What follows belongs to an exercise in optimizing a design on an open flow for small area and a short achievable clock period; a production flow would make more cautious choices.
No functional check of the RTL was part of any run shown here.
No run shown here takes its clock network from TritonCTS; it comes from the design's own scripts or RTL.
The flow treats the clock pin as an ideal source. Dropping or thinning the clock tree relies on that and would not hold on a real chip.

==> flow/design.v, too long to show whole: its modules and the start of the top module <==
// module mul16_top: 15 lines
// module multiplier: 1841 lines
// module mul_fa: 4 lines
// module mul_and: 3 lines
// module mul_xor: 3 lines
// module mul_xnor: 3 lines
// module mul_or: 3 lines
module mul16_top(
    input clk,
    input [15:0] a,
    input [15:0] b,
    output reg [31:0] res
);
  // ...
==> flow/flow/run.sh <==
#!/bin/bash
# Own layout flow: the standard ORFS flow (standard.sh), with
#  - port buffers of a small, fast buffer cell instead of the default delay buffer;
#  - the clock tree rebuilt after CTS as one level of four buffers driven by the clock
#    port (flatten_clock_core.tcl), which shortens the clock's insertion delay for all
#    registers alike;
#  - after that, and after global routing, timing repair aiming for setup slack above a
#    margin, so that the design is sized for the period it can reach rather than left at
#    minimum size by the loose clock.
# make's output goes to standard.log here; ORFS keeps each step's log in orfs/logs.
set -euo pipefail
cd "$(dirname "$0")/.."
export FLOW_DIR_OWN="$PWD/flow"
export FLOW_SETUP_MARGIN=0
export BUFFER_PORTS_ARGS="-buffer_cell sky130_fd_sc_hd__buf_1"
export CTS_ARGS="-sink_clustering_enable -repair_clock_nets -dont_use_dummy_load -buf_list sky130_fd_sc_hd__clkbuf_8"
export POST_CTS_TCL="$PWD/flow/flatten_clock_post.tcl"
export PRE_GLOBAL_ROUTE_TCL="$PWD/flow/grt_margin.tcl"
bash standard.sh > standard.log 2>&1
==> flow/flow/flatten_clock_core.tcl <==
# Rebuild the clock tree that CTS made as a single level: the clock port drives
# NLEAF clock buffers directly, each driving the registers of one region of the
# core. This removes the root buffer level and so the clock's insertion delay
# (it does not skew registers against each other: all go through one buffer).
set nleaf 4
set bufcell sky130_fd_sc_hd__clkbuf_16
set block [ord::get_db_block]
set clknet [$block findNet clk]
# every register clock pin (sink) of the tree, and every clock-tree buffer
set sinks {}
set bufs {}
set todo [list $clknet]
while {[llength $todo]} {
  set net [lindex $todo 0]
  set todo [lrange $todo 1 end]
  foreach it [$net getITerms] {
    if {![$it isInputSignal] && [$it getIoType] ne "INPUT"} { continue }
    set inst [$it getInst]
    set m [[$inst getMaster] getName]
    if {[string match "sky130_fd_sc_hd__clkbuf*" $m] || [string match "sky130_fd_sc_hd__clkinv*" $m] || [string match "sky130_fd_sc_hd__buf*" $m]} {
      if {[lsearch -exact $bufs $inst] < 0} {
        lappend bufs $inst
        foreach o [$inst getITerms] {
          if {[$o isOutputSignal]} { lappend todo [$o getNet] }
        }
      }
    } else {
      lappend sinks $it
    }
  }
}
puts "flatten_clock: [llength $sinks] sinks, [llength $bufs] buffers"
# split the sinks into nleaf groups: halves by x, then each half by y
proc loc {it} {
  set b [[$it getInst] getBBox]
  return [list [expr {([$b xMin] + [$b xMax]) / 2}] [expr {([$b yMin] + [$b yMax]) / 2}]]
}
proc split_by {items idx} {
  set s [lsort -real -index 1 [lmap it $items {list $it [lindex [loc $it] $idx]}]]
  set n [expr {[llength $s] / 2}]
  return [list [lmap p [lrange $s 0 [expr {$n - 1}]] {lindex $p 0}] [lmap p [lrange $s $n end] {lindex $p 0}]]
}
set groups {}
foreach half [split_by $sinks 0] {
  foreach q [split_by $half 1] { lappend groups $q }
}
# remove the old tree
foreach inst $bufs {
  foreach o [$inst getITerms] {
    if {[$o isOutputSignal]} {
      set n [$o getNet]
      foreach it [$n getITerms] { $it disconnect }
      odb::dbNet_destroy $n
    }
  }
  odb::dbInst_destroy $inst
}
# one buffer per group, at the group's centre
set master [[ord::get_db] findMaster $bufcell]
set k 0
foreach g $groups {
  set sx 0; set sy 0
  foreach it $g { lassign [loc $it] x y; incr sx $x; incr sy $y }
  set cx [expr {$sx / [llength $g]}]; set cy [expr {$sy / [llength $g]}]
  set inst [odb::dbInst_create $block $master "clkbuf_leaf_$k"]
  set net [odb::dbNet_create $block "clknet_leaf_$k"]
  $net setSigType CLOCK
  [$inst findITerm A] connect $clknet
  [$inst findITerm X] connect $net
  foreach it $g { $it connect $net }
  $inst setLocation $cx $cy
  $inst setPlacementStatus PLACED
  puts "flatten_clock: clkbuf_leaf_$k drives [llength $g] sinks"
  incr k
}
==> flow/flow/flatten_clock_post.tcl <==
source $::env(FLOW_DIR_OWN)/flatten_clock_core.tcl
detailed_placement
estimate_parasitics -placement
# size the design for the period it can reach: repair setup against a margin
set ::env(SETUP_SLACK_MARGIN) $::env(FLOW_SETUP_MARGIN)
repair_timing_helper
detailed_placement
check_placement -verbose
==> flow/flow/grt_margin.tcl <==
# the global-route stage's timing repair uses the same setup margin as after CTS
set ::env(SETUP_SLACK_MARGIN) $::env(FLOW_SETUP_MARGIN)
==> flow/standard.sh <==
#!/bin/bash
# synth_recipe.tcl (not shown) runs the flow's synth.tcl, then flattens the netlist and writes it again
# the make line also repeats each setting of config.mk as NAME=value (left out here)
make -C /OpenROAD-flow-scripts/flow DESIGN_CONFIG=/design/flow/config.mk WORK_HOME=/design/flow/orfs CLKGATE_MAP_FILE= SYNTH_SCRIPT=/design/flow/synth_recipe.tcl "${@:-finish}"
==> flow/config.mk <==
export PLATFORM = sky130hd
export DESIGN_NAME = mul16_top
export DESIGN_NICKNAME = mul16_top
export VERILOG_FILES = /design/flow/design.v
export SDC_FILE = /design/flow/constraint.sdc
export NUM_CORES = 4
export LEC_CHECK = 0
export CAP_MARGIN = 20
export CORE_MARGIN = 2
export CORE_UTILIZATION = 55
export SLEW_MARGIN = 20
export SYNTH_HIERARCHICAL = 1
==> flow/constraint.sdc <==
create_clock -name core_clock -period 22.0 [get_ports {clk}]
set_input_delay 4.4000 -clock core_clock [delete_from_list [all_inputs] [get_ports {clk}]]
set_output_delay 4.4000 -clock core_clock [all_outputs]
set_load 0.01 [all_outputs]
==> qor.log, run 1 <==
qor: run_status.status no timing/DRC/antenna violations
qor: synth.yosysMostFrequentCell nand2_1
qor: drt.via_cell_ratio 6.018
qor: global_routing.top_usage_layer met2
qor: synth.synth_fp_nets 1109
qor: cells_and_area.non_filler_instances 1069
qor: drt.drt-initial-drc-count 464
qor: worst_setup_path.critical_path.endpoint res[24]$_DFF_P_
qor: worst_setup_path.path_max_fanout 16
qor: synth.synth.top_cells.by_area fa_1 47%, dfxtp_1 15%, nand2_1 13%
qor: worst_setup_path.critical-path-max-stage-delay 0.80 ns
qor: cells_and_area.registers.top_by_ff_count res
qor: worst_setup_path.crit_path_cell_trace nand2_1, fa_1, fa_1, fa_1, fa_1, fa_1, fa_1, xor2_1, nand2_1, o21ai_1, a211oi_1, a31oi_2, a31oi_1, xor2_1
qor: synth.synth_enable_flop_cells 0
qor: min_path.worstHoldPathType reg -> reg
qor: worst_setup_path.worstPathBufferInverterCount 0
qor: min_path.timing.hold.worst_endpoint res[0]$_DFF_P_
qor: drt.drcViolationCount 0
qor: synth.syn_area_per_cell 9.504 sq um
qor: min_path.hold_path_startpoint b_r[0]$_DFF_P_
qor: die.fp_rows 45
qor: cells_and_area.comb.multi_input.count 743
qor: synth.synthDominantCellAreaShare 0.4662
qor: die.die_area 16230 sq um
qor: sta.setup-tns-final 0 ns
qor: synth.muxShareOfSynthArea 0.001195
qor: placement.placed_cells_incl_taps 1065
==> run 2, diff against run 1 <==
--- a/flow/design.v
+++ b/flow/design.v
@@ -690,339 +690,242 @@
   wire s669;
   wire c670;
   wire s671;
   wire c672;
   wire s673;
   wire c674;
   wire s675;
   wire c676;
-  wire g677;
-  wire p678;
-  wire g679;
-  wire p680;
-  wire g681;
-  wire p682;
-  wire g683;
-  wire p684;
-  wire g685;
-  wire p686;
-  wire g687;
-  wire p688;
-  wire g689;
-  wire p690;
-  wire g691;
-  wire p692;
-  wire g693;
-  wire p694;
-  wire g695;
-  wire p696;
-  wire g697;
-  wire p698;
-  wire g699;
-  wire p700;
-  wire g701;
-  wire p702;
-  wire g703;
-  wire p704;
-  wire g705;
-  wire p706;
-  wire g707;
-  wire p708;
-  wire g709;
-  wire p710;
-  wire g711;
-  wire p712;
-  wire g713;
-  wire p714;
-  wire g715;
-  wire p716;
-  wire g717;
-  wire p718;
-  wire g719;
-  wire p720;
-  wire g721;
-  wire p722;
-  wire g723;
-  wire p724;
-  wire g725;
-  wire p726;
-  wire g727;
-  wire p728;
-  wire g729;
-  wire p730;
-  wire g731;
-  wire p732;
-  wire g733;
-  wire p734;
-  wire g735;
-  wire p736;
-  wire g737;
-  wire p738;
-  wire g739;
-  wire p740;
-  wire g741;
-  wire G742;
-  wire P743;
-  wire G744;
-  wire P745;
-  wire G746;
-  wire P747;
-  wire G748;
-  wire P749;
-  wire G750;
-  wire P751;
-  wire G752;
-  wire P753;
-  wire G754;
-  wire P755;
-  wire G756;
-  wire P757;
-  wire G758;
-  wire P759;
-  wire G760;
-  wire P761;
-  wire G762;
-  wire P763;
-  wire G764;
-  wire P765;
-  wire G766;
-  wire P767;
-  wire G768;
-  wire P769;
-  wire G770;
-  wire P771;
-  wire G772;
-  wire P773;
-  wire G774;
-  wire P775;
-  wire G776;
-  wire P777;
-  wire G778;
-  wire P779;
-  wire G780;
-  wire P781;
-  wire G782;
-  wire P783;
-  wire G784;
-  wire P785;
-  wire G786;
-  wire P787;
-  wire G788;
-  wire P789;
-  wire G790;
-  wire P791;
-  wire G792;
-  wire P793;
-  wire G794;
-  wire P795;
-  wire G796;
-  wire P797;
-  wire G798;
-  wire P799;
-  wire G800;
-  wire P801;
-  wire G802;
-  wire P803;
-  wire G804;
-  wire P805;
-  wire G806;
-  wire P807;
-  wire G808;
-  wire P809;
-  wire G810;
-  wire P811;
-  wire G812;
-  wire P813;
-  wire G814;
-  wire P815;
-  wire G816;
-  wire P817;
-  wire G818;
-  wire P819;
-  wire G820;
-  wire P821;
-  wire G822;
-  wire P823;
-  wire G824;
-  wire P825;
-  wire G826;
-  wire P827;
-  wire G828;
-  wire P829;
-  wire G830;
-  wire P831;
-  wire G832;
-  wire P833;
-  wire G834;
-  wire P835;
-  wire G836;
-  wire P837;
-  wire G838;
-  wire P839;
-  wire G840;
-  wire P841;
-  wire G842;
-  wire P843;
-  wire G844;
-  wire P845;
-  wire G846;
-  wire P847;
-  wire G848;
-  wire P849;
-  wire G850;
-  wire P851;
-  wire G852;
-  wire P853;
-  wire G854;
-  wire P855;
-  wire G856;
-  wire P857;
-  wire G858;
-  wire P859;
-  wire G860;
-  wire P861;
-  wire G862;
-  wire P863;
-  wire G864;
-  wire P865;
-  wire G866;
-  wire P867;
-  wire G868;
-  wire P869;
-  wire G870;
-  wire P871;
-  wire G872;
-  wire P873;
-  wire G874;
-  wire P875;
-  wire G876;
-  wire P877;
-  wire G878;
-  wire P879;
-  wire G880;
-  wire P881;
-  wire G882;
-  wire P883;
-  wire G884;
-  wire P885;
-  wire G886;
-  wire P887;
-  wire G888;
-  wire P889;
-  wire G890;
-  wire P891;
-  wire G892;
-  wire P893;
-  wire G894;
-  wire P895;
-  wire G896;
-  wire P897;
-  wire G898;
-  wire P899;
-  wire G900;
-  wire P901;
-  wire G902;
-  wire P903;
-  wire G904;
-  wire P905;
-  wire G906;
-  wire P907;
-  wire G908;
-  wire P909;
-  wire G910;
-  wire P911;
-  wire G912;
-  wire P913;
-  wire G914;
-  wire P915;
-  wire G916;
-  wire P917;
-  wire G918;
-  wire P919;
-  wire G920;
-  wire P921;
-  wire G922;
-  wire P923;
-  wire G924;
-  wire P925;
-  wire G926;
-  wire P927;
-  wire G928;
-  wire P929;
-  wire G930;
-  wire P931;
-  wire G932;
-  wire P933;
-  wire G934;
-  wire P935;
-  wire G936;
-  wire P937;
-  wire G938;
-  wire P939;
-  wire G940;
-  wire P941;
-  wire G942;
-  wire P943;
-  wire G944;
-  wire P945;
-  wire G946;
-  wire P947;
-  wire G948;
-  wire P949;
-  wire G950;
-  wire P951;
-  wire G952;
-  wire P953;
-  wire G954;
-  wire P955;
-  wire G956;
-  wire P957;
-  wire G958;
-  wire P959;
-  wire G960;
-  wire P961;
-  wire G962;
-  wire P963;
-  wire G964;
-  wire P965;
-  wire G966;
-  wire P967;
-  wire G968;
-  wire P969;
-  wire G970;
-  wire P971;
-  wire G972;
-  wire P973;
-  wire G974;
-  wire P975;
-  wire G976;
-  wire P977;
-  wire G978;
-  wire P979;
-  wire G980;
-  wire P981;
-  wire G982;
-  wire P983;
-  wire G984;
-  wire P985;
-  wire G986;
-  wire P987;
-  wire G988;
-  wire P989;
-  wire G990;
-  wire P991;
-  wire G992;
-  wire P993;
-  wire G994;
-  wire P995;
-  wire G996;
-  wire P997;
-  wire G998;
-  wire P999;
+  wire n677;
+  wire n678;
+  wire n679;
+  wire n680;
+  wire n681;
+  wire n682;
+  wire n683;
+  wire n684;
+  wire n685;
+  wire n686;
+  wire n687;
+  wire n688;
+  wire n689;
+  wire n690;
+  wire n691;
+  wire n692;
+  wire n693;
+  wire n694;
+  wire n695;
+  wire n696;
+  wire n697;
+  wire n698;
+  wire n699;
+  wire n700;
+  wire n701;
+  wire n702;
+  wire n703;
+  wire n704;
+  wire n705;
+  wire n706;
+  wire n707;
+  wire n708;
+  wire n709;
+  wire n710;
+  wire n711;
+  wire n712;
+  wire n713;
+  wire n714;
+  wire n715;
+  wire n716;
+  wire n717;
+  wire n718;
+  wire n719;
+  wire n720;
+  wire n721;
+  wire n722;
+  wire n723;
+  wire n724;
+  wire n725;
+  wire n726;
+  wire n727;
+  wire n728;
+  wire n729;
+  wire n730;
+  wire n731;
+  wire n732;
+  wire n733;
+  wire n734;
+  wire n735;
+  wire n736;
+  wire n737;
+  wire n738;
+  wire n739;
+  wire n740;
+  wire n741;
+  wire n742;
+  wire n743;
+  wire n744;
+  wire n745;
+  wire n746;
+  wire n747;
+  wire n748;
+  wire n749;
+  wire n750;
+  wire n751;
+  wire n752;
+  wire n753;
+  wire n754;
+  wire n755;
+  wire n756;
+  wire n757;
+  wire n758;
+  wire n759;
+  wire n760;
+  wire n761;
+  wire n762;
+  wire n763;
+  wire n764;
+  wire n765;
+  wire n766;
+  wire n767;
+  wire n768;
+  wire n769;
+  wire n770;
+  wire n771;
+  wire n772;
+  wire n773;
+  wire n774;
+  wire n775;
+  wire n776;
+  wire n777;
+  wire n778;
+  wire n779;
+  wire n780;
+  wire n781;
+  wire n782;
+  wire n783;
+  wire n784;
+  wire n785;
+  wire n786;
+  wire n787;
+  wire n788;
+  wire n789;
+  wire n790;
+  wire n791;
+  wire n792;
+  wire n793;
+  wire n794;
+  wire n795;
+  wire n796;
+  wire n797;
+  wire n798;
+  wire n799;
+  wire n800;
+  wire n801;
+  wire n802;
+  wire n803;
+  wire n804;
+  wire n805;
+  wire n806;
+  wire n807;
+  wire n808;
+  wire n809;
+  wire n810;
+  wire n811;
+  wire n812;
+  wire n813;
+  wire n814;
+  wire n815;
+  wire n816;
+  wire n817;
+  wire n818;
+  wire n819;
+  wire n820;
+  wire n821;
+  wire n822;
+  wire n823;
+  wire n824;
+  wire n825;
+  wire n826;
+  wire n827;
+  wire n828;
+  wire n829;
+  wire n830;
+  wire n831;
+  wire n832;
+  wire n833;
+  wire n834;
+  wire n835;
+  wire n836;
+  wire n837;
+  wire n838;
+  wire n839;
+  wire n840;
+  wire n841;
+  wire n842;
+  wire n843;
+  wire n844;
+  wire n845;
+  wire n846;
+  wire n847;
+  wire n848;
+  wire n849;
+  wire n850;
+  wire n851;
+  wire n852;
+  wire n853;
+  wire n854;
+  wire n855;
+  wire n856;
+  wire n857;
+  wire n858;
+  wire n859;
+  wire n860;
+  wire n861;
+  wire n862;
+  wire n863;
+  wire n864;
+  wire n865;
+  wire n866;
+  wire n867;
+  wire n868;
+  wire n869;
+  wire n870;
+  wire n871;
+  wire n872;
+  wire n873;
+  wire n874;
+  wire n875;
+  wire n876;
+  wire n877;
+  wire n878;
+  wire n879;
+  wire n880;
+  wire n881;
+  wire n882;
+  wire n883;
+  wire n884;
+  wire n885;
+  wire n886;
+  wire n887;
+  wire n888;
+  wire n889;
+  wire n890;
+  wire n891;
+  wire n892;
+  wire n893;
+  wire n894;
+  wire n895;
+  wire n896;
+  wire n897;
+  wire n898;
+  wire n899;
+  wire n900;
+  wire n901;
+  wire n902;
   assign pp1 = ~(a[0] & b[0]);
   assign pp2 = ~(a[1] & b[0]);
   assign pp3 = ~(a[2] & b[0]);
   assign pp4 = ~(a[3] & b[0]);
   assign pp5 = ~(a[4] & b[0]);
   assign pp6 = ~(a[5] & b[0]);
   assign pp7 = ~(a[6] & b[0]);
   assign pp8 = ~(a[7] & b[0]);
@@ -1494,380 +1397,298 @@
   mul_fa u_s661 (.a(s549), .b(c606), .ci(s607), .s(s661), .co(c662));
   mul_fa u_s663 (.a(s553), .b(c608), .ci(s609), .s(s663), .co(c664));
   mul_fa u_s665 (.a(c554), .b(s611), .ci(c610), .s(s665), .co(c666));
   mul_fa u_s667 (.a(c558), .b(s613), .ci(c612), .s(s667), .co(c668));
   mul_fa u_s669 (.a(s565), .b(c614), .ci(s615), .s(s669), .co(c670));
   mul_fa u_s671 (.a(c566), .b(s617), .ci(c616), .s(s671), .co(c672));
   mul_fa u_s673 (.a(c568), .b(s619), .ci(c618), .s(s673), .co(c674));
   mul_fa u_s675 (.a(pp240), .b(pp255), .ci(c620), .s(s675), .co(c676));
-  assign g677 = pp1 & 1'b1;
-  assign p678 = pp1 ^ 1'b1;
-  mul_and u_g679 (.a(pp17), .b(pp2), .y(g679));
-  mul_xor u_p680 (.a(pp17), .b(pp2), .y(p680));
-  mul_and u_g681 (.a(pp33), .b(s621), .y(g681));
-  mul_xor u_p682 (.a(pp33), .b(s621), .y(p682));
-  mul_and u_g683 (.a(c622), .b(s623), .y(g683));
-  mul_xor u_p684 (.a(c622), .b(s623), .y(p684));
-  mul_and u_g685 (.a(c624), .b(s625), .y(g685));
-  mul_xor u_p686 (.a(c624), .b(s625), .y(p686));
-  mul_and u_g687 (.a(c626), .b(s627), .y(g687));
-  mul_xor u_p688 (.a(c626), .b(s627), .y(p688));
-  mul_and u_g689 (.a(c628), .b(s629), .y(g689));
-  mul_xor u_p690 (.a(c628), .b(s629), .y(p690));
-  mul_and u_g691 (.a(c630), .b(s631), .y(g691));
-  mul_xor u_p692 (.a(c630), .b(s631), .y(p692));
-  mul_and u_g693 (.a(c632), .b(s633), .y(g693));
-  mul_xor u_p694 (.a(c632), .b(s633), .y(p694));
-  mul_and u_g695 (.a(c634), .b(s635), .y(g695));
-  mul_xor u_p696 (.a(c634), .b(s635), .y(p696));
-  mul_and u_g697 (.a(c636), .b(s637), .y(g697));
-  mul_xor u_p698 (.a(c636), .b(s637), .y(p698));
-  mul_and u_g699 (.a(c638), .b(s639), .y(g699));
-  mul_xor u_p700 (.a(c638), .b(s639), .y(p700));
-  mul_and u_g701 (.a(c640), .b(s641), .y(g701));
-  mul_xor u_p702 (.a(c640), .b(s641), .y(p702));
-  mul_and u_g703 (.a(c642), .b(s643), .y(g703));
-  mul_xor u_p704 (.a(c642), .b(s643), .y(p704));
-  mul_and u_g705 (.a(c644), .b(s645), .y(g705));
-  mul_xor u_p706 (.a(c644), .b(s645), .y(p706));
-  mul_and u_g707 (.a(c646), .b(s647), .y(g707));
-  mul_xor u_p708 (.a(c646), .b(s647), .y(p708));
-  mul_and u_g709 (.a(c648), .b(s649), .y(g709));
-  mul_xor u_p710 (.a(c648), .b(s649), .y(p710));
-  mul_and u_g711 (.a(c650), .b(s651), .y(g711));
-  mul_xor u_p712 (.a(c650), .b(s651), .y(p712));
-  mul_and u_g713 (.a(c652), .b(s653), .y(g713));
-  mul_xor u_p714 (.a(c652), .b(s653), .y(p714));
-  mul_and u_g715 (.a(c654), .b(s655), .y(g715));
-  mul_xor u_p716 (.a(c654), .b(s655), .y(p716));
-  mul_and u_g717 (.a(c656), .b(s657), .y(g717));
-  mul_xor u_p718 (.a(c656), .b(s657), .y(p718));
-  mul_and u_g719 (.a(s659), .b(c658), .y(g719));
-  mul_xor u_p720 (.a(s659), .b(c658), .y(p720));
-  mul_and u_g721 (.a(s661), .b(c660), .y(g721));
-  mul_xor u_p722 (.a(s661), .b(c660), .y(p722));
-  mul_and u_g723 (.a(c662), .b(s663), .y(g723));
-  mul_xor u_p724 (.a(c662), .b(s663), .y(p724));
-  mul_and u_g725 (.a(c664), .b(s665), .y(g725));
-  mul_xor u_p726 (.a(c664), .b(s665), .y(p726));
-  mul_and u_g727 (.a(s667), .b(c666), .y(g727));
-  mul_xor u_p728 (.a(s667), .b(c666), .y(p728));
-  mul_and u_g729 (.a(s669), .b(c668), .y(g729));
-  mul_xor u_p730 (.a(s669), .b(c668), .y(p730));
-  mul_and u_g731 (.a(s671), .b(c670), .y(g731));
-  mul_xor u_p732 (.a(s671), .b(c670), .y(p732));
-  mul_and u_g733 (.a(s673), .b(c672), .y(g733));
-  mul_xor u_p734 (.a(s673), .b(c672), .y(p734));
-  mul_and u_g735 (.a(s675), .b(c674), .y(g735));
-  mul_xor u_p736 (.a(s675), .b(c674), .y(p736));
-  mul_and u_g737 (.a(pp256), .b(c676), .y(g737));
-  mul_xor u_p738 (.a(pp256), .b(c676), .y(p738));
-  assign g739 = 1'b1 & 1'b1;
-  assign p740 = 1'b1 ^ 1'b1;
-  assign g741 = g677 | (p678 & 1'b1);
-  assign G742 = g679 | (p680 & g741);
-  assign P743 = p680 & p678;
-  assign G744 = g681 | (p682 & g679);
-  assign P745 = p682 & p680;
-  assign G746 = g683 | (p684 & g681);
-  assign P747 = p684 & p682;
-  assign G748 = g685 | (p686 & g683);
-  assign P749 = p686 & p684;
-  assign G750 = g687 | (p688 & g685);
-  assign P751 = p688 & p686;
-  assign G752 = g689 | (p690 & g687);
-  assign P753 = p690 & p688;
-  assign G754 = g691 | (p692 & g689);
-  assign P755 = p692 & p690;
-  assign G756 = g693 | (p694 & g691);
-  assign P757 = p694 & p692;
-  assign G758 = g695 | (p696 & g693);
-  assign P759 = p696 & p694;
-  assign G760 = g697 | (p698 & g695);
-  assign P761 = p698 & p696;
-  assign G762 = g699 | (p700 & g697);
-  assign P763 = p700 & p698;
-  assign G764 = g701 | (p702 & g699);
-  assign P765 = p702 & p700;
-  assign G766 = g703 | (p704 & g701);
-  assign P767 = p704 & p702;
-  assign G768 = g705 | (p706 & g703);
-  assign P769 = p706 & p704;
-  assign G770 = g707 | (p708 & g705);
-  assign P771 = p708 & p706;
-  assign G772 = g709 | (p710 & g707);
-  assign P773 = p710 & p708;
-  assign G774 = g711 | (p712 & g709);
-  assign P775 = p712 & p710;
-  assign G776 = g713 | (p714 & g711);
-  assign P777 = p714 & p712;
-  assign G778 = g715 | (p716 & g713);
-  assign P779 = p716 & p714;
-  assign G780 = g717 | (p718 & g715);
-  assign P781 = p718 & p716;
-  assign G782 = g719 | (p720 & g717);
-  assign P783 = p720 & p718;
-  assign G784 = g721 | (p722 & g719);
-  assign P785 = p722 & p720;
-  assign G786 = g723 | (p724 & g721);
-  assign P787 = p724 & p722;
-  assign G788 = g725 | (p726 & g723);
-  assign P789 = p726 & p724;
-  assign G790 = g727 | (p728 & g725);
-  assign P791 = p728 & p726;
-  assign G792 = g729 | (p730 & g727);
-  assign P793 = p730 & p728;
-  assign G794 = g731 | (p732 & g729);
-  assign P795 = p732 & p730;
-  assign G796 = g733 | (p734 & g731);
-  assign P797 = p734 & p732;
-  assign G798 = g735 | (p736 & g733);
-  assign P799 = p736 & p734;
-  assign G800 = g737 | (p738 & g735);
-  assign P801 = p738 & p736;
-  assign G802 = g739 | (p740 & g737);
-  assign P803 = p740 & p738;
-  assign G804 = G744 | (P745 & g741);
-  assign P805 = P745 & p678;
-  assign G806 = G746 | (P747 & G742);
-  assign P807 = P747 & P743;
-  assign G808 = G748 | (P749 & G744);
-  assign P809 = P749 & P745;
-  assign G810 = G750 | (P751 & G746);
-  assign P811 = P751 & P747;
-  assign G812 = G752 | (P753 & G748);
-  assign P813 = P753 & P749;
-  assign G814 = G754 | (P755 & G750);
-  assign P815 = P755 & P751;
-  assign G816 = G756 | (P757 & G752);
-  assign P817 = P757 & P753;
-  assign G818 = G758 | (P759 & G754);
-  assign P819 = P759 & P755;
-  assign G820 = G760 | (P761 & G756);
-  assign P821 = P761 & P757;
-  assign G822 = G762 | (P763 & G758);
-  assign P823 = P763 & P759;
-  assign G824 = G764 | (P765 & G760);
-  assign P825 = P765 & P761;
-  assign G826 = G766 | (P767 & G762);
-  assign P827 = P767 & P763;
-  assign G828 = G768 | (P769 & G764);
-  assign P829 = P769 & P765;
-  assign G830 = G770 | (P771 & G766);
-  assign P831 = P771 & P767;
-  assign G832 = G772 | (P773 & G768);
-  assign P833 = P773 & P769;
-  assign G834 = G774 | (P775 & G770);
-  assign P835 = P775 & P771;
-  assign G836 = G776 | (P777 & G772);
-  assign P837 = P777 & P773;
-  assign G838 = G778 | (P779 & G774);
-  assign P839 = P779 & P775;
-  assign G840 = G780 | (P781 & G776);
-  assign P841 = P781 & P777;
-  assign G842 = G782 | (P783 & G778);
-  assign P843 = P783 & P779;
-  assign G844 = G784 | (P785 & G780);
-  assign P845 = P785 & P781;
-  assign G846 = G786 | (P787 & G782);
-  assign P847 = P787 & P783;
-  assign G848 = G788 | (P789 & G784);
-  assign P849 = P789 & P785;
-  assign G850 = G790 | (P791 & G786);
-  assign P851 = P791 & P787;
-  assign G852 = G792 | (P793 & G788);
-  assign P853 = P793 & P789;
-  assign G854 = G794 | (P795 & G790);
-  assign P855 = P795 & P791;
-  assign G856 = G796 | (P797 & G792);
-  assign P857 = P797 & P793;
-  assign G858 = G798 | (P799 & G794);
-  assign P859 = P799 & P795;
-  assign G860 = G800 | (P801 & G796);
-  assign P861 = P801 & P797;
-  assign G862 = G802 | (P803 & G798);
-  assign P863 = P803 & P799;
-  assign G864 = G808 | (P809 & g741);
-  assign P865 = P809 & p678;
-  assign G866 = G810 | (P811 & G742);
-  assign P867 = P811 & P743;
-  assign G868 = G812 | (P813 & G804);
-  assign P869 = P813 & P805;
-  assign G870 = G814 | (P815 & G806);
-  assign P871 = P815 & P807;
-  assign G872 = G816 | (P817 & G808);
-  assign P873 = P817 & P809;
-  assign G874 = G818 | (P819 & G810);
-  assign P875 = P819 & P811;
-  assign G876 = G820 | (P821 & G812);
-  assign P877 = P821 & P813;
-  assign G878 = G822 | (P823 & G814);
-  assign P879 = P823 & P815;
-  assign G880 = G824 | (P825 & G816);
-  assign P881 = P825 & P817;
-  assign G882 = G826 | (P827 & G818);
-  assign P883 = P827 & P819;
-  assign G884 = G828 | (P829 & G820);
-  assign P885 = P829 & P821;
-  assign G886 = G830 | (P831 & G822);
-  assign P887 = P831 & P823;
-  assign G888 = G832 | (P833 & G824);
-  assign P889 = P833 & P825;
-  assign G890 = G834 | (P835 & G826);
-  assign P891 = P835 & P827;
-  assign G892 = G836 | (P837 & G828);
-  assign P893 = P837 & P829;
-  assign G894 = G838 | (P839 & G830);
-  assign P895 = P839 & P831;
-  assign G896 = G840 | (P841 & G832);
-  assign P897 = P841 & P833;
-  assign G898 = G842 | (P843 & G834);
-  assign P899 = P843 & P835;
-  assign G900 = G844 | (P845 & G836);
-  assign P901 = P845 & P837;
-  assign G902 = G846 | (P847 & G838);
-  assign P903 = P847 & P839;
-  assign G904 = G848 | (P849 & G840);
-  assign P905 = P849 & P841;
-  assign G906 = G850 | (P851 & G842);
-  assign P907 = P851 & P843;
-  assign G908 = G852 | (P853 & G844);
-  assign P909 = P853 & P845;
-  assign G910 = G854 | (P855 & G846);
-  assign P911 = P855 & P847;
-  assign G912 = G856 | (P857 & G848);
-  assign P913 = P857 & P849;
-  assign G914 = G858 | (P859 & G850);
-  assign P915 = P859 & P851;
-  assign G916 = G860 | (P861 & G852);
-  assign P917 = P861 & P853;
-  assign G918 = G862 | (P863 & G854);
-  assign P919 = P863 & P855;
-  assign G920 = G872 | (P873 & g741);
-  assign P921 = P873 & p678;
-  assign G922 = G874 | (P875 & G742);
-  assign P923 = P875 & P743;
-  assign G924 = G876 | (P877 & G804);
-  assign P925 = P877 & P805;
-  assign G926 = G878 | (P879 & G806);
-  assign P927 = P879 & P807;
-  assign G928 = G880 | (P881 & G864);
-  assign P929 = P881 & P865;
-  assign G930 = G882 | (P883 & G866);
-  assign P931 = P883 & P867;
-  assign G932 = G884 | (P885 & G868);
-  assign P933 = P885 & P869;
-  assign G934 = G886 | (P887 & G870);
-  assign P935 = P887 & P871;
-  assign G936 = G888 | (P889 & G872);
-  assign P937 = P889 & P873;
-  assign G938 = G890 | (P891 & G874);
-  assign P939 = P891 & P875;
-  assign G940 = G892 | (P893 & G876);
-  assign P941 = P893 & P877;
-  assign G942 = G894 | (P895 & G878);
-  assign P943 = P895 & P879;
-  assign G944 = G896 | (P897 & G880);
-  assign P945 = P897 & P881;
-  assign G946 = G898 | (P899 & G882);
-  assign P947 = P899 & P883;
-  assign G948 = G900 | (P901 & G884);
-  assign P949 = P901 & P885;
-  assign G950 = G902 | (P903 & G886);
-  assign P951 = P903 & P887;
-  assign G952 = G904 | (P905 & G888);
-  assign P953 = P905 & P889;
-  assign G954 = G906 | (P907 & G890);
-  assign P955 = P907 & P891;
-  assign G956 = G908 | (P909 & G892);
-  assign P957 = P909 & P893;
-  assign G958 = G910 | (P911 & G894);
-  assign P959 = P911 & P895;
-  assign G960 = G912 | (P913 & G896);
-  assign P961 = P913 & P897;
-  assign G962 = G914 | (P915 & G898);
-  assign P963 = P915 & P899;
-  assign G964 = G916 | (P917 & G900);
-  assign P965 = P917 & P901;
-  assign G966 = G918 | (P919 & G902);
-  assign P967 = P919 & P903;
-  assign G968 = G936 | (P937 & g741);
-  assign P969 = P937 & p678;
-  assign G970 = G938 | (P939 & G742);
-  assign P971 = P939 & P743;
-  assign G972 = G940 | (P941 & G804);
-  assign P973 = P941 & P805;
-  assign G974 = G942 | (P943 & G806);
-  assign P975 = P943 & P807;
-  assign G976 = G944 | (P945 & G864);
-  assign P977 = P945 & P865;
-  assign G978 = G946 | (P947 & G866);
-  assign P979 = P947 & P867;
-  assign G980 = G948 | (P949 & G868);
-  assign P981 = P949 & P869;
-  assign G982 = G950 | (P951 & G870);
-  assign P983 = P951 & P871;
-  assign G984 = G952 | (P953 & G920);
-  assign P985 = P953 & P921;
-  assign G986 = G954 | (P955 & G922);
-  assign P987 = P955 & P923;
-  assign G988 = G956 | (P957 & G924);
-  assign P989 = P957 & P925;
-  assign G990 = G958 | (P959 & G926);
-  assign P991 = P959 & P927;
-  assign G992 = G960 | (P961 & G928);
-  assign P993 = P961 & P929;
-  assign G994 = G962 | (P963 & G930);
-  assign P995 = P963 & P931;
-  assign G996 = G964 | (P965 & G932);
-  assign P997 = P965 & P933;
-  assign G998 = G966 | (P967 & G934);
-  assign P999 = P967 & P935;
-  assign res[0] = ~(p678 ^ 1'b1);
-  assign res[1] = ~(p680 ^ g741);
-  assign res[2] = ~(p682 ^ G742);
-  assign res[3] = ~(p684 ^ G804);
-  assign res[4] = ~(p686 ^ G806);
-  assign res[5] = ~(p688 ^ G864);
-  assign res[6] = ~(p690 ^ G866);
-  assign res[7] = ~(p692 ^ G868);
-  assign res[8] = ~(p694 ^ G870);
-  assign res[9] = ~(p696 ^ G920);
-  assign res[10] = ~(p698 ^ G922);
-  assign res[11] = ~(p700 ^ G924);
-  assign res[12] = ~(p702 ^ G926);
-  assign res[13] = ~(p704 ^ G928);
-  assign res[14] = ~(p706 ^ G930);
-  assign res[15] = ~(p708 ^ G932);
-  assign res[16] = ~(p710 ^ G934);
-  assign res[17] = ~(p712 ^ G968);
-  assign res[18] = ~(p714 ^ G970);
-  assign res[19] = ~(p716 ^ G972);
-  assign res[20] = ~(p718 ^ G974);
-  assign res[21] = ~(p720 ^ G976);
-  assign res[22] = ~(p722 ^ G978);
-  assign res[23] = ~(p724 ^ G980);
-  assign res[24] = ~(p726 ^ G982);
-  assign res[25] = ~(p728 ^ G984);
-  assign res[26] = ~(p730 ^ G986);
-  assign res[27] = ~(p732 ^ G988);
-  assign res[28] = ~(p734 ^ G990);
-  assign res[29] = ~(p736 ^ G992);
-  assign res[30] = ~(p738 ^ G994);
-  assign res[31] = ~(p740 ^ G996);
+  mul_nand2 u_n677 (.a(pp17), .b(pp2), .y(n677));
+  mul_xnor2 u_n678 (.a(pp17), .b(pp2), .y(n678));
+  mul_nand2 u_n679 (.a(pp33), .b(s621), .y(n679));
+  mul_xnor2 u_n680 (.a(pp33), .b(s621), .y(n680));
+  mul_nand2 u_n681 (.a(c622), .b(s623), .y(n681));
+  mul_xnor2 u_n682 (.a(c622), .b(s623), .y(n682));
+  mul_nand2 u_n683 (.a(c624), .b(s625), .y(n683));
+  mul_xnor2 u_n684 (.a(c624), .b(s625), .y(n684));
+  mul_nand2 u_n685 (.a(c626), .b(s627), .y(n685));
+  mul_xnor2 u_n686 (.a(c626), .b(s627), .y(n686));
+  mul_nand2 u_n687 (.a(c628), .b(s629), .y(n687));
+  mul_xnor2 u_n688 (.a(c628), .b(s629), .y(n688));
+  mul_nand2 u_n689 (.a(c630), .b(s631), .y(n689));
+  mul_xnor2 u_n690 (.a(c630), .b(s631), .y(n690));
+  mul_nand2 u_n691 (.a(c632), .b(s633), .y(n691));
+  mul_xnor2 u_n692 (.a(c632), .b(s633), .y(n692));
+  mul_nand2 u_n693 (.a(c634), .b(s635), .y(n693));
+  mul_xnor2 u_n694 (.a(c634), .b(s635), .y(n694));
+  mul_nand2 u_n695 (.a(c636), .b(s637), .y(n695));
+  mul_xnor2 u_n696 (.a(c636), .b(s637), .y(n696));
+  mul_nand2 u_n697 (.a(c638), .b(s639), .y(n697));
+  mul_xnor2 u_n698 (.a(c638), .b(s639), .y(n698));
+  mul_nand2 u_n699 (.a(c640), .b(s641), .y(n699));
+  mul_xnor2 u_n700 (.a(c640), .b(s641), .y(n700));
+  mul_nand2 u_n701 (.a(c642), .b(s643), .y(n701));
+  mul_xnor2 u_n702 (.a(c642), .b(s643), .y(n702));
+  mul_nand2 u_n703 (.a(c644), .b(s645), .y(n703));
+  mul_xnor2 u_n704 (.a(c644), .b(s645), .y(n704));
+  mul_nand2 u_n705 (.a(c646), .b(s647), .y(n705));
+  mul_xnor2 u_n706 (.a(c646), .b(s647), .y(n706));
+  mul_nand2 u_n707 (.a(c648), .b(s649), .y(n707));
+  mul_xnor2 u_n708 (.a(c648), .b(s649), .y(n708));
+  mul_nand2 u_n709 (.a(c650), .b(s651), .y(n709));
+  mul_xnor2 u_n710 (.a(c650), .b(s651), .y(n710));
+  mul_nand2 u_n711 (.a(c652), .b(s653), .y(n711));
+  mul_xnor2 u_n712 (.a(c652), .b(s653), .y(n712));
+  mul_nand2 u_n713 (.a(c654), .b(s655), .y(n713));
+  mul_xnor2 u_n714 (.a(c654), .b(s655), .y(n714));
+  mul_nand2 u_n715 (.a(c656), .b(s657), .y(n715));
+  mul_xnor2 u_n716 (.a(c656), .b(s657), .y(n716));
+  mul_nand2 u_n717 (.a(s659), .b(c658), .y(n717));
+  mul_xnor2 u_n718 (.a(s659), .b(c658), .y(n718));
+  mul_nand2 u_n719 (.a(s661), .b(c660), .y(n719));
+  mul_xnor2 u_n720 (.a(s661), .b(c660), .y(n720));
+  mul_nand2 u_n721 (.a(c662), .b(s663), .y(n721));
+  mul_xnor2 u_n722 (.a(c662), .b(s663), .y(n722));
+  mul_nand2 u_n723 (.a(c664), .b(s665), .y(n723));
+  mul_xnor2 u_n724 (.a(c664), .b(s665), .y(n724));
+  mul_nand2 u_n725 (.a(s667), .b(c666), .y(n725));
+  mul_xnor2 u_n726 (.a(s667), .b(c666), .y(n726));
+  mul_nand2 u_n727 (.a(s669), .b(c668), .y(n727));
+  mul_xnor2 u_n728 (.a(s669), .b(c668), .y(n728));
+  mul_nand2 u_n729 (.a(s671), .b(c670), .y(n729));
+  mul_xnor2 u_n730 (.a(s671), .b(c670), .y(n730));
+  mul_nand2 u_n731 (.a(s673), .b(c672), .y(n731));
+  mul_xnor2 u_n732 (.a(s673), .b(c672), .y(n732));
+  mul_nand2 u_n733 (.a(s675), .b(c674), .y(n733));
+  mul_xnor2 u_n734 (.a(s675), .b(c674), .y(n734));
+  mul_nand2 u_n735 (.a(pp256), .b(c676), .y(n735));
+  mul_xnor2 u_n736 (.a(pp256), .b(c676), .y(n736));
+  mul_inv u_n737 (.a(pp1), .y(n737));
+  mul_nand2 u_n738 (.a(n737), .b(pp1), .y(n738));
+  mul_inv u_n739 (.a(n738), .y(n739));
+  mul_o21ai u_n740 (.a(n678), .b(n739), .c(n677), .y(n740));
+  mul_nor2 u_n741 (.a(n682), .b(n680), .y(n741));
+  mul_o21ai u_n742 (.a(n682), .b(n679), .c(n681), .y(n742));
+  mul_nor2 u_n743 (.a(n686), .b(n684), .y(n743));
+  mul_o21ai u_n744 (.a(n686), .b(n683), .c(n685), .y(n744));
+  mul_nor2 u_n745 (.a(n690), .b(n688), .y(n745));
+  mul_o21ai u_n746 (.a(n690), .b(n687), .c(n689), .y(n746));
+  mul_nor2 u_n747 (.a(n694), .b(n692), .y(n747));
+  mul_o21ai u_n748 (.a(n694), .b(n691), .c(n693), .y(n748));
+  mul_nor2 u_n749 (.a(n698), .b(n696), .y(n749));
+  mul_o21ai u_n750 (.a(n698), .b(n695), .c(n697), .y(n750));
+  mul_nor2 u_n751 (.a(n702), .b(n700), .y(n751));
+  mul_o21ai u_n752 (.a(n702), .b(n699), .c(n701), .y(n752));
+  mul_nor2 u_n753 (.a(n706), .b(n704), .y(n753));
+  mul_o21ai u_n754 (.a(n706), .b(n703), .c(n705), .y(n754));
+  mul_nor2 u_n755 (.a(n710), .b(n708), .y(n755));
+  mul_o21ai u_n756 (.a(n710), .b(n707), .c(n709), .y(n756));
+  mul_nor2 u_n757 (.a(n714), .b(n712), .y(n757));
+  mul_o21ai u_n758 (.a(n714), .b(n711), .c(n713), .y(n758));
+  mul_nor2 u_n759 (.a(n718), .b(n716), .y(n759));
+  mul_o21ai u_n760 (.a(n718), .b(n715), .c(n717), .y(n760));
+  mul_nor2 u_n761 (.a(n722), .b(n720), .y(n761));
+  mul_o21ai u_n762 (.a(n722), .b(n719), .c(n721), .y(n762));
+  mul_nor2 u_n763 (.a(n726), .b(n724), .y(n763));
+  mul_o21ai u_n764 (.a(n726), .b(n723), .c(n725), .y(n764));
+  mul_nor2 u_n765 (.a(n730), .b(n728), .y(n765));
+  mul_o21ai u_n766 (.a(n730), .b(n727), .c(n729), .y(n766));
+  mul_nor2 u_n767 (.a(n734), .b(n732), .y(n767));
+  mul_o21ai u_n768 (.a(n734), .b(n731), .c(n733), .y(n768));
+  mul_a21oi u_n769 (.a(n741), .b(n740), .c(n742), .y(n769));
+  mul_nand2 u_n770 (.a(n743), .b(n741), .y(n770));
+  mul_a21oi u_n771 (.a(n743), .b(n742), .c(n744), .y(n771));
+  mul_nand2 u_n772 (.a(n745), .b(n743), .y(n772));
+  mul_a21oi u_n773 (.a(n745), .b(n744), .c(n746), .y(n773));
+  mul_nand2 u_n774 (.a(n747), .b(n745), .y(n774));
+  mul_a21oi u_n775 (.a(n747), .b(n746), .c(n748), .y(n775));
+  mul_nand2 u_n776 (.a(n749), .b(n747), .y(n776));
+  mul_a21oi u_n777 (.a(n749), .b(n748), .c(n750), .y(n777));
+  mul_nand2 u_n778 (.a(n751), .b(n749), .y(n778));
+  mul_a21oi u_n779 (.a(n751), .b(n750), .c(n752), .y(n779));
+  mul_nand2 u_n780 (.a(n753), .b(n751), .y(n780));
+  mul_a21oi u_n781 (.a(n753), .b(n752), .c(n754), .y(n781));
+  mul_nand2 u_n782 (.a(n755), .b(n753), .y(n782));
+  mul_a21oi u_n783 (.a(n755), .b(n754), .c(n756), .y(n783));
+  mul_nand2 u_n784 (.a(n757), .b(n755), .y(n784));
+  mul_a21oi u_n785 (.a(n757), .b(n756), .c(n758), .y(n785));
+  mul_nand2 u_n786 (.a(n759), .b(n757), .y(n786));
+  mul_a21oi u_n787 (.a(n759), .b(n758), .c(n760), .y(n787));
+  mul_nand2 u_n788 (.a(n761), .b(n759), .y(n788));
+  mul_a21oi u_n789 (.a(n761), .b(n760), .c(n762), .y(n789));
+  mul_nand2 u_n790 (.a(n763), .b(n761), .y(n790));
+  mul_a21oi u_n791 (.a(n763), .b(n762), .c(n764), .y(n791));
+  mul_nand2 u_n792 (.a(n765), .b(n763), .y(n792));
+  mul_a21oi u_n793 (.a(n765), .b(n764), .c(n766), .y(n793));
+  mul_nand2 u_n794 (.a(n767), .b(n765), .y(n794));
+  mul_a21oi u_n795 (.a(n767), .b(n766), .c(n768), .y(n795));
+  mul_inv u_n796 (.a(n740), .y(n796));
+  mul_o21ai u_n797 (.a(n770), .b(n796), .c(n771), .y(n797));
+  mul_o21ai u_n798 (.a(n772), .b(n769), .c(n773), .y(n798));
+  mul_nor2 u_n799 (.a(n774), .b(n770), .y(n799));
+  mul_o21ai u_n800 (.a(n774), .b(n771), .c(n775), .y(n800));
+  mul_nor2 u_n801 (.a(n776), .b(n772), .y(n801));
+  mul_o21ai u_n802 (.a(n776), .b(n773), .c(n777), .y(n802));
+  mul_nor2 u_n803 (.a(n778), .b(n774), .y(n803));
+  mul_o21ai u_n804 (.a(n778), .b(n775), .c(n779), .y(n804));
+  mul_nor2 u_n805 (.a(n780), .b(n776), .y(n805));
+  mul_o21ai u_n806 (.a(n780), .b(n777), .c(n781), .y(n806));
+  mul_nor2 u_n807 (.a(n782), .b(n778), .y(n807));
+  mul_o21ai u_n808 (.a(n782), .b(n779), .c(n783), .y(n808));
+  mul_nor2 u_n809 (.a(n784), .b(n780), .y(n809));
+  mul_o21ai u_n810 (.a(n784), .b(n781), .c(n785), .y(n810));
+  mul_nor2 u_n811 (.a(n786), .b(n782), .y(n811));
+  mul_o21ai u_n812 (.a(n786), .b(n783), .c(n787), .y(n812));
+  mul_nor2 u_n813 (.a(n788), .b(n784), .y(n813));
+  mul_o21ai u_n814 (.a(n788), .b(n785), .c(n789), .y(n814));
+  mul_nor2 u_n815 (.a(n790), .b(n786), .y(n815));
+  mul_o21ai u_n816 (.a(n790), .b(n787), .c(n791), .y(n816));
+  mul_nor2 u_n817 (.a(n792), .b(n788), .y(n817));
+  mul_o21ai u_n818 (.a(n792), .b(n789), .c(n793), .y(n818));
+  mul_nor2 u_n819 (.a(n794), .b(n790), .y(n819));
+  mul_o21ai u_n820 (.a(n794), .b(n791), .c(n795), .y(n820));
+  mul_a21oi u_n821 (.a(n799), .b(n740), .c(n800), .y(n821));
+  mul_inv u_n822 (.a(n769), .y(n822));
+  mul_a21oi u_n823 (.a(n801), .b(n822), .c(n802), .y(n823));
+  mul_a21oi u_n824 (.a(n803), .b(n797), .c(n804), .y(n824));
+  mul_a21oi u_n825 (.a(n805), .b(n798), .c(n806), .y(n825));
+  mul_nand2 u_n826 (.a(n807), .b(n799), .y(n826));
+  mul_a21oi u_n827 (.a(n807), .b(n800), .c(n808), .y(n827));
+  mul_nand2 u_n828 (.a(n809), .b(n801), .y(n828));
+  mul_a21oi u_n829 (.a(n809), .b(n802), .c(n810), .y(n829));
+  mul_nand2 u_n830 (.a(n811), .b(n803), .y(n830));
+  mul_a21oi u_n831 (.a(n811), .b(n804), .c(n812), .y(n831));
+  mul_nand2 u_n832 (.a(n813), .b(n805), .y(n832));
+  mul_a21oi u_n833 (.a(n813), .b(n806), .c(n814), .y(n833));
+  mul_nand2 u_n834 (.a(n815), .b(n807), .y(n834));
+  mul_a21oi u_n835 (.a(n815), .b(n808), .c(n816), .y(n835));
+  mul_nand2 u_n836 (.a(n817), .b(n809), .y(n836));
+  mul_a21oi u_n837 (.a(n817), .b(n810), .c(n818), .y(n837));
+  mul_nand2 u_n838 (.a(n819), .b(n811), .y(n838));
+  mul_a21oi u_n839 (.a(n819), .b(n812), .c(n820), .y(n839));
+  mul_o21ai u_n840 (.a(n826), .b(n796), .c(n827), .y(n840));
+  mul_o21ai u_n841 (.a(n828), .b(n769), .c(n829), .y(n841));
+  mul_inv u_n842 (.a(n797), .y(n842));
+  mul_o21ai u_n843 (.a(n830), .b(n842), .c(n831), .y(n843));
+  mul_inv u_n844 (.a(n798), .y(n844));
+  mul_o21ai u_n845 (.a(n832), .b(n844), .c(n833), .y(n845));
+  mul_o21ai u_n846 (.a(n834), .b(n821), .c(n835), .y(n846));
+  mul_o21ai u_n847 (.a(n836), .b(n823), .c(n837), .y(n847));
+  mul_o21ai u_n848 (.a(n838), .b(n824), .c(n839), .y(n848));
+  mul_o21ai u_n849 (.a(n680), .b(n796), .c(n679), .y(n849));
+  mul_o21ai u_n850 (.a(n684), .b(n769), .c(n683), .y(n850));
+  mul_o21ai u_n851 (.a(n688), .b(n842), .c(n687), .y(n851));
+  mul_o21ai u_n852 (.a(n692), .b(n844), .c(n691), .y(n852));
+  mul_o21ai u_n853 (.a(n696), .b(n821), .c(n695), .y(n853));
+  mul_o21ai u_n854 (.a(n700), .b(n823), .c(n699), .y(n854));
+  mul_o21ai u_n855 (.a(n704), .b(n824), .c(n703), .y(n855));
+  mul_o21ai u_n856 (.a(n708), .b(n825), .c(n707), .y(n856));
+  mul_inv u_n857 (.a(n840), .y(n857));
+  mul_o21ai u_n858 (.a(n712), .b(n857), .c(n711), .y(n858));
+  mul_inv u_n859 (.a(n841), .y(n859));
+  mul_o21ai u_n860 (.a(n716), .b(n859), .c(n715), .y(n860));
+  mul_inv u_n861 (.a(n843), .y(n861));
+  mul_o21ai u_n862 (.a(n720), .b(n861), .c(n719), .y(n862));
+  mul_inv u_n863 (.a(n845), .y(n863));
+  mul_o21ai u_n864 (.a(n724), .b(n863), .c(n723), .y(n864));
+  mul_inv u_n865 (.a(n846), .y(n865));
+  mul_o21ai u_n866 (.a(n728), .b(n865), .c(n727), .y(n866));
+  mul_inv u_n867 (.a(n847), .y(n867));
+  mul_o21ai u_n868 (.a(n732), .b(n867), .c(n731), .y(n868));
+  mul_inv u_n869 (.a(n848), .y(n869));
+  mul_o21ai u_n870 (.a(n736), .b(n869), .c(n735), .y(n870));
+  mul_inv u_n871 (.a(pp1), .y(n871));
+  assign res[0] = n871;
+  mul_xor2 u_n872 (.a(n678), .b(n738), .y(n872));
+  assign res[1] = n872;
+  mul_xor2 u_n873 (.a(n680), .b(n740), .y(n873));
+  assign res[2] = n873;
+  mul_xor2 u_n874 (.a(n682), .b(n849), .y(n874));
+  assign res[3] = n874;
+  mul_xor2 u_n875 (.a(n684), .b(n822), .y(n875));
+  assign res[4] = n875;
+  mul_xor2 u_n876 (.a(n686), .b(n850), .y(n876));
+  assign res[5] = n876;
+  mul_xor2 u_n877 (.a(n688), .b(n797), .y(n877));
+  assign res[6] = n877;
+  mul_xor2 u_n878 (.a(n690), .b(n851), .y(n878));
+  assign res[7] = n878;
+  mul_xor2 u_n879 (.a(n692), .b(n798), .y(n879));
+  assign res[8] = n879;
+  mul_xor2 u_n880 (.a(n694), .b(n852), .y(n880));
+  assign res[9] = n880;
+  mul_xnor2 u_n881 (.a(n696), .b(n821), .y(n881));
+  assign res[10] = n881;
+  mul_xor2 u_n882 (.a(n698), .b(n853), .y(n882));
+  assign res[11] = n882;
+  mul_xnor2 u_n883 (.a(n700), .b(n823), .y(n883));
+  assign res[12] = n883;
+  mul_xor2 u_n884 (.a(n702), .b(n854), .y(n884));
+  assign res[13] = n884;
+  mul_xnor2 u_n885 (.a(n704), .b(n824), .y(n885));
+  assign res[14] = n885;
+  mul_xor2 u_n886 (.a(n706), .b(n855), .y(n886));
+  assign res[15] = n886;
+  mul_xnor2 u_n887 (.a(n708), .b(n825), .y(n887));
+  assign res[16] = n887;
+  mul_xor2 u_n888 (.a(n710), .b(n856), .y(n888));
+  assign res[17] = n888;
+  mul_xor2 u_n889 (.a(n712), .b(n840), .y(n889));
+  assign res[18] = n889;
+  mul_xor2 u_n890 (.a(n714), .b(n858), .y(n890));
+  assign res[19] = n890;
+  mul_xor2 u_n891 (.a(n716), .b(n841), .y(n891));
+  assign res[20] = n891;
+  mul_xor2 u_n892 (.a(n718), .b(n860), .y(n892));
+  assign res[21] = n892;
+  mul_xor2 u_n893 (.a(n720), .b(n843), .y(n893));
+  assign res[22] = n893;
+  mul_xor2 u_n894 (.a(n722), .b(n862), .y(n894));
+  assign res[23] = n894;
+  mul_xor2 u_n895 (.a(n724), .b(n845), .y(n895));
+  assign res[24] = n895;
+  mul_xor2 u_n896 (.a(n726), .b(n864), .y(n896));
+  assign res[25] = n896;
+  mul_xor2 u_n897 (.a(n728), .b(n846), .y(n897));
+  assign res[26] = n897;
+  mul_xor2 u_n898 (.a(n730), .b(n866), .y(n898));
+  assign res[27] = n898;
+  mul_xor2 u_n899 (.a(n732), .b(n847), .y(n899));
+  assign res[28] = n899;
+  mul_xor2 u_n900 (.a(n734), .b(n868), .y(n900));
+  assign res[29] = n900;
+  mul_xor2 u_n901 (.a(n736), .b(n848), .y(n901));
+  assign res[30] = n901;
+  mul_inv u_n902 (.a(n870), .y(n902));
+  assign res[31] = n902;
 endmodule
 module mul_fa(input a, input b, input ci, output s, output co);
   assign s = a ^ b ^ ci;
   assign co = (a & b) | (a & ci) | (b & ci);
 endmodule
-module mul_and(input a, input b, output y);
-  assign y = a & b;
+module mul_a21oi(input a, input b, input c, output y);
+  assign y = ~((a & b) | c);
 endmodule
-module mul_xor(input a, input b, output y);
+module mul_inv(input a, output y);
+  assign y = ~a;
+endmodule
+module mul_nand2(input a, input b, output y);
+  assign y = ~(a & b);
+endmodule
+module mul_nor2(input a, input b, output y);
+  assign y = ~(a | b);
+endmodule
+module mul_o21ai(input a, input b, input c, output y);
+  assign y = ~((a | b) & c);
+endmodule
+module mul_xnor2(input a, input b, output y);
+  assign y = ~(a ^ b);
+endmodule
+module mul_xor2(input a, input b, output y);
   assign y = a ^ b;
 endmodule
 module mul_xnor(input a, input b, output y);
   assign y = ~(a ^ b);
 endmodule
 module mul_or(input a, input b, output y);
   assign y = a | b;
 endmodule
--- a/flow/flow/run.sh
+++ b/flow/flow/run.sh
@@ -7,13 +7,14 @@
 #  - after that, and after global routing, timing repair aiming for setup slack above a
 #    margin, so that the design is sized for the period it can reach rather than left at
 #    minimum size by the loose clock.
 # make's output goes to standard.log here; ORFS keeps each step's log in orfs/logs.
 set -euo pipefail
 cd "$(dirname "$0")/.."
 export FLOW_DIR_OWN="$PWD/flow"
 export FLOW_SETUP_MARGIN=0
+export FLOW_IN_REG_CELL=sky130_fd_sc_hd__dfxtp_4
 export BUFFER_PORTS_ARGS="-buffer_cell sky130_fd_sc_hd__buf_1"
 export CTS_ARGS="-sink_clustering_enable -repair_clock_nets -dont_use_dummy_load -buf_list sky130_fd_sc_hd__clkbuf_8"
 export POST_CTS_TCL="$PWD/flow/flatten_clock_post.tcl"
 export PRE_GLOBAL_ROUTE_TCL="$PWD/flow/grt_margin.tcl"
 bash standard.sh > standard.log 2>&1
==> flow/flow/flatten_clock_post.tcl (replaced) <==
source $::env(FLOW_DIR_OWN)/flatten_clock_core.tcl
if {[info exists ::env(FLOW_IN_REG_CELL)] && $::env(FLOW_IN_REG_CELL) ne ""} {
  foreach inst [get_cells {a_r* b_r*}] {
    replace_cell $inst $::env(FLOW_IN_REG_CELL)
  }
}
detailed_placement
estimate_parasitics -placement
# size the design for the period it can reach: repair setup against a margin
set ::env(SETUP_SLACK_MARGIN) $::env(FLOW_SETUP_MARGIN)
repair_timing_helper
detailed_placement
check_placement -verbose
==> run 2 against run 1 <==
Effect of this change: synthesized area grew 4.0%; first-iteration DRC count down 28%; highest routed layer unchanged; hold slack got worse by 0.20 ns; clock skew is essentially flat; critical path depth fell by 13; critical path type is now reg -> out; register-to-register slack better by 0.74 ns; via count is 8.9% lower; die area grew 3.8%; core utilization fell by 2.6 points; synthesized cell count shrank 1.6%.
==> qor.log, run 2 <==
qor: worst_setup_path.r2r_end res[29]$_DFF_P_
qor: drt.via_cell_ratio 5.579 [-7.3%]
qor: sta.slew_viols_final 0
qor: synth.synthDominantCellAreaShare 0.4484 [-0.01782]
qor: synth.yosysSeqAreaShare 0.1472
qor: synth.main_combinational_cell_family_by_area_after_synthesis adder cells
qor: clock_network.sink_count_of_the_clock_tree 64
qor: cells_and_area.end_of_flow_core_utilization 0.5522
qor: synth.synthArstFlopShare 0
qor: die.vert_die_dim 129.8 microns
qor: cells_and_area.reg_top3 res x32, a_r x16, b_r x16
qor: synth.yosys.area_share.adder 0.4484
qor: global_routing.grt_util_all_layers 0.2810
qor: worst_setup_path.setup.worst_path.start_class register
qor: synth.synth_compound_area_frac 0.05389
qor: die.initial_util 0.5685
qor: sta.hold_slack 0.6304 ns
qor: worst_setup_path.path_delay_family flip-flops
qor: worst_setup_path.r2r_slack 16.93 ns
qor: global_routing.first_pass_grt_wire_length 34920 microns
qor: drt.drt_pre_antenna_iters 5
qor: synth.post_synth_xor_area_fraction 0.07545
qor: synth.simple_logic_cell_fraction_of_the_synthesized_area 0.1568
qor: die.fp_rows 45 [unchanged]
qor: placement.gp_congestion 0.9080
qor: synth.yosys_register_bits 64
qor: sta.worst-slew-pin-transition 0.5624 ns
qor: drt.route.vias.total 5858
qor: worst_setup_path.critPathCaptureType primary output
qor: worst_setup_path.path_max_fanout 1 [-15]
qor: clock_network.clkSlewWorstSetupHoldPaths 0.09 ns
qor: flow_run.drv_cap 0
qor: placement.placed_cells_incl_taps 1046 [-1.8%]
qor: cells_and_area.most_frequent_standard_cell_in_the_layout_excluding_fill_and_tap_cells nand2_1
qor: global_routing.pin_count_of_the_biggest_net_entering_global_routing 17
qor: worst_setup_path.critical_path_arrival 0.67 ns
qor: cells_and_area.area.growth.synth_to_final -2.860%
qor: synth.post-synth-top-area-cell fa_1
qor: drt.drt-initial-drc-count 332 [-28%]
qor: sta.min_period_over_period 0.2306
qor: die.count_of_boundary_i_o_pins 65
qor: cells_and_area.final_cell_mix 297 x nand2_1, 195 x fa_1, 64 x buf_1
qor: synth.muxShareOfSynthArea 0 [-0.001195]
qor: worst_setup_path.critical_path_required 17.60 ns
qor: die.core 15310 sq um
qor: min_path.holdPathStages 2
qor: synth.synthFlopType dfxtp_1
qor: worst_setup_path.crit_path_cell_trace buf_1
qor: min_path.worstHoldPathType reg -> reg
qor: drt.drt_wl_total 21830 microns
qor: worst_setup_path.critical-path-max-stage-delay 0.36 ns [-0.44 ns]
qor: min_path.hold_path_startpoint a_r[0]$_DFF_P_
qor: sta.fmax 197.1 MHz
qor: worst_setup_path.worstPathBufferInverterCount 1 [+1]
qor: sta.timing.max_slew.rel_slack 0.6226
qor: worst_setup_path.crit-reg2reg-launch b_r[6]$_DFF_P_
qor: sta.setup_viol 0
qor: placement.place.port_buffers 64
qor: drt.drcViolationCount 0 [unchanged]
qor: synth.synth.top_cells.by_area fa_1 45%, dfxtp_1 15%, nand2_1 13%
qor: sta.finalClockSkew 0.02391 ns
qor: cells_and_area.final_nets 1069
qor: worst_setup_path.timing_worst_setup_path_type reg -> out
qor: min_path.timing.hold.worst_endpoint res[0]$_DFF_P_
qor: cells_and_area.registers.top_by_ff_count res
qor: die.die_width 129.8 microns
qor: sta.grt_setup_unrepaired false
qor: worst_setup_path.r2r.worst_path.cells 16
qor: global_routing.first_global_vias 6530
qor: global_routing.overflow 0
qor: synth.leading_cell_types_by_count_after_synthesis 297 x nand2_1, 195 x fa_1, 64 x dfxtp_1
qor: sta.final-hold-violation-count 0
qor: sta.timing.final.crit_period 5.073 ns
qor: placement.dpl.hpwl 16260 microns
qor: synth.syn_area 8706 sq um
qor: cells_and_area.antenna_cells 0
qor: drt.routedWlPerCell 20.79 microns
qor: die.die_area 16850 sq um [+3.8%]
qor: synth.synth.lib_cells_used.distinct 15
qor: cells_and_area.layout-drive-gt1-share 0.08462
qor: run_status.status no timing/DRC/antenna violations
qor: sta.setup-tns-final 0 ns [unchanged]
qor: synth.yosysMostFrequentCell nand2_1
qor: cells_and_area.largest_register_ff_count 32
qor: synth.synth_fp_nets 1095 [-1.3%]
qor: worst_setup_path.crit_path_top_delay_cell dfxtp_1
qor: cells_and_area.non_filler_instances 1050 [-1.8%]
qor: synth.syn_area_per_cell 10.04 sq um [+5.7%]
qor: worst_setup_path.timing.critical_path.from res[19]$_DFF_P_
qor: drt.ant_nets 0
qor: synth.synth_enable_flop_cells 0 [unchanged]
qor: global_routing.antenna_found_initial 0
qor: synth.ys.warnings.count 7
qor: clock_network.clock_insertion_delay_worst_skew 0.15 ns
qor: synth.synth_cells 867
## run 2: per-module statistics from Yosys, one instance, submodules excluded
module | times used | flip-flops and latches | cells | cell area [sq um]
mul_a21oi | 25 | 0 | 1 | 8.758
mul_or | 15 | 0 | 1 | 6.256
mul16_top | 1 | 64 | 64 | 1281
mul_nor2 | 25 | 0 | 1 | 3.754
mul_xnor | 15 | 0 | 1 | 8.758
mul_fa | 195 | 0 | 1 | 20.02
mul_xnor2 | 34 | 0 | 1 | 8.758
mul_inv | 15 | 0 | 1 | 3.754
mul_xor2 | 26 | 0 | 1 | 8.758
multiplier | 1 | 0 | 352 | 1959
mul_nand2 | 51 | 0 | 1 | 3.754
mul_o21ai | 50 | 0 | 1 | 5.005
## run 2: how the worst max path moves through the flow
| stage | endpoint | depth (start not counted) |
|---|---|---|
| 6_report | res[19] | 1 |
| 5_1_grt | res[29]$_DFF_P_ | 16 |
| 3_5_place_dp | res[27]$_DFF_P_ | 16 |
| 3_3_place_gp | res[27]$_DFF_P_ | 16 |
| 2_1_floorplan | res[23]$_DFF_P_ | 19 |
## run 2: layer usage
metal	vias up	routed length, microns	global-route usage
met5	-	0	0
li1	2531	-	-
met3	28	1891	0.05330
met1	3011	9099	0.3765
met4	0	476	0.09108
met2	288	10370	0.4666
## run 2: cell families after synthesis
logic type | count (synthesis)
adder cells (fa/ha/maj) | 195
flip-flops | 64
buffers and inverters | 111
AND/OR/NAND/NOR | 347
XOR/XNOR | 75
AO/OA/AOI/OAI | 75
## run 2: cell type report
type	count	area, sq um
Tap cell	211	264.0
Multi-Input combinational cell	692	6395
Inverter	15	56.30
Fill cell	1435	6858
Buffer	4	100.1
Timing Repair Buffer	64	240.2
Sequential cell	64	1401
## run 2: worst min-delay path: stages, from the launching register on
cell	delay [ns]
dfxtp_4	0.43
nand2_1	0.12
inv_1	0.04
## run 2: through the flow
stage                     area (sq um)  setup WS, ns
final                             8457         16.93
after global routing              8457         16.59
after detailed placement          8237         16.55
after global placement            8237         16.68
after floorplan                   8706         17.23

==> afterwards: timing with drivers on the ports <==
Ports are ideal in the flow. The routed layouts listed here were re-timed in OpenROAD. Step 1: set_driving_cell puts a clkbuf_16 on clk and a buf_2 on each other input, an assumption about the parent block. Step 2 moves the port delays by t, midway between the first and last clock arrival at a register: inputs arrive t later, outputs are due t later. That takes back most of the time a late clock gives input paths. a / b / c = no drivers / after step 1 / after step 2; a / b = the first two.
run | t, ns | setup slack, ns | slew at the worst register clock pin (ns) | cell pins on the clock port's net
run 1 | 0.243 | 16.191 / 16.191 / 16.191 | 0.09 / 0.09 | 4
run 2 | 0.247 | 16.927 / 16.822 / 16.932 | 0.09 / 0.09 | 4
After both steps every run listed still meets setup and hold.
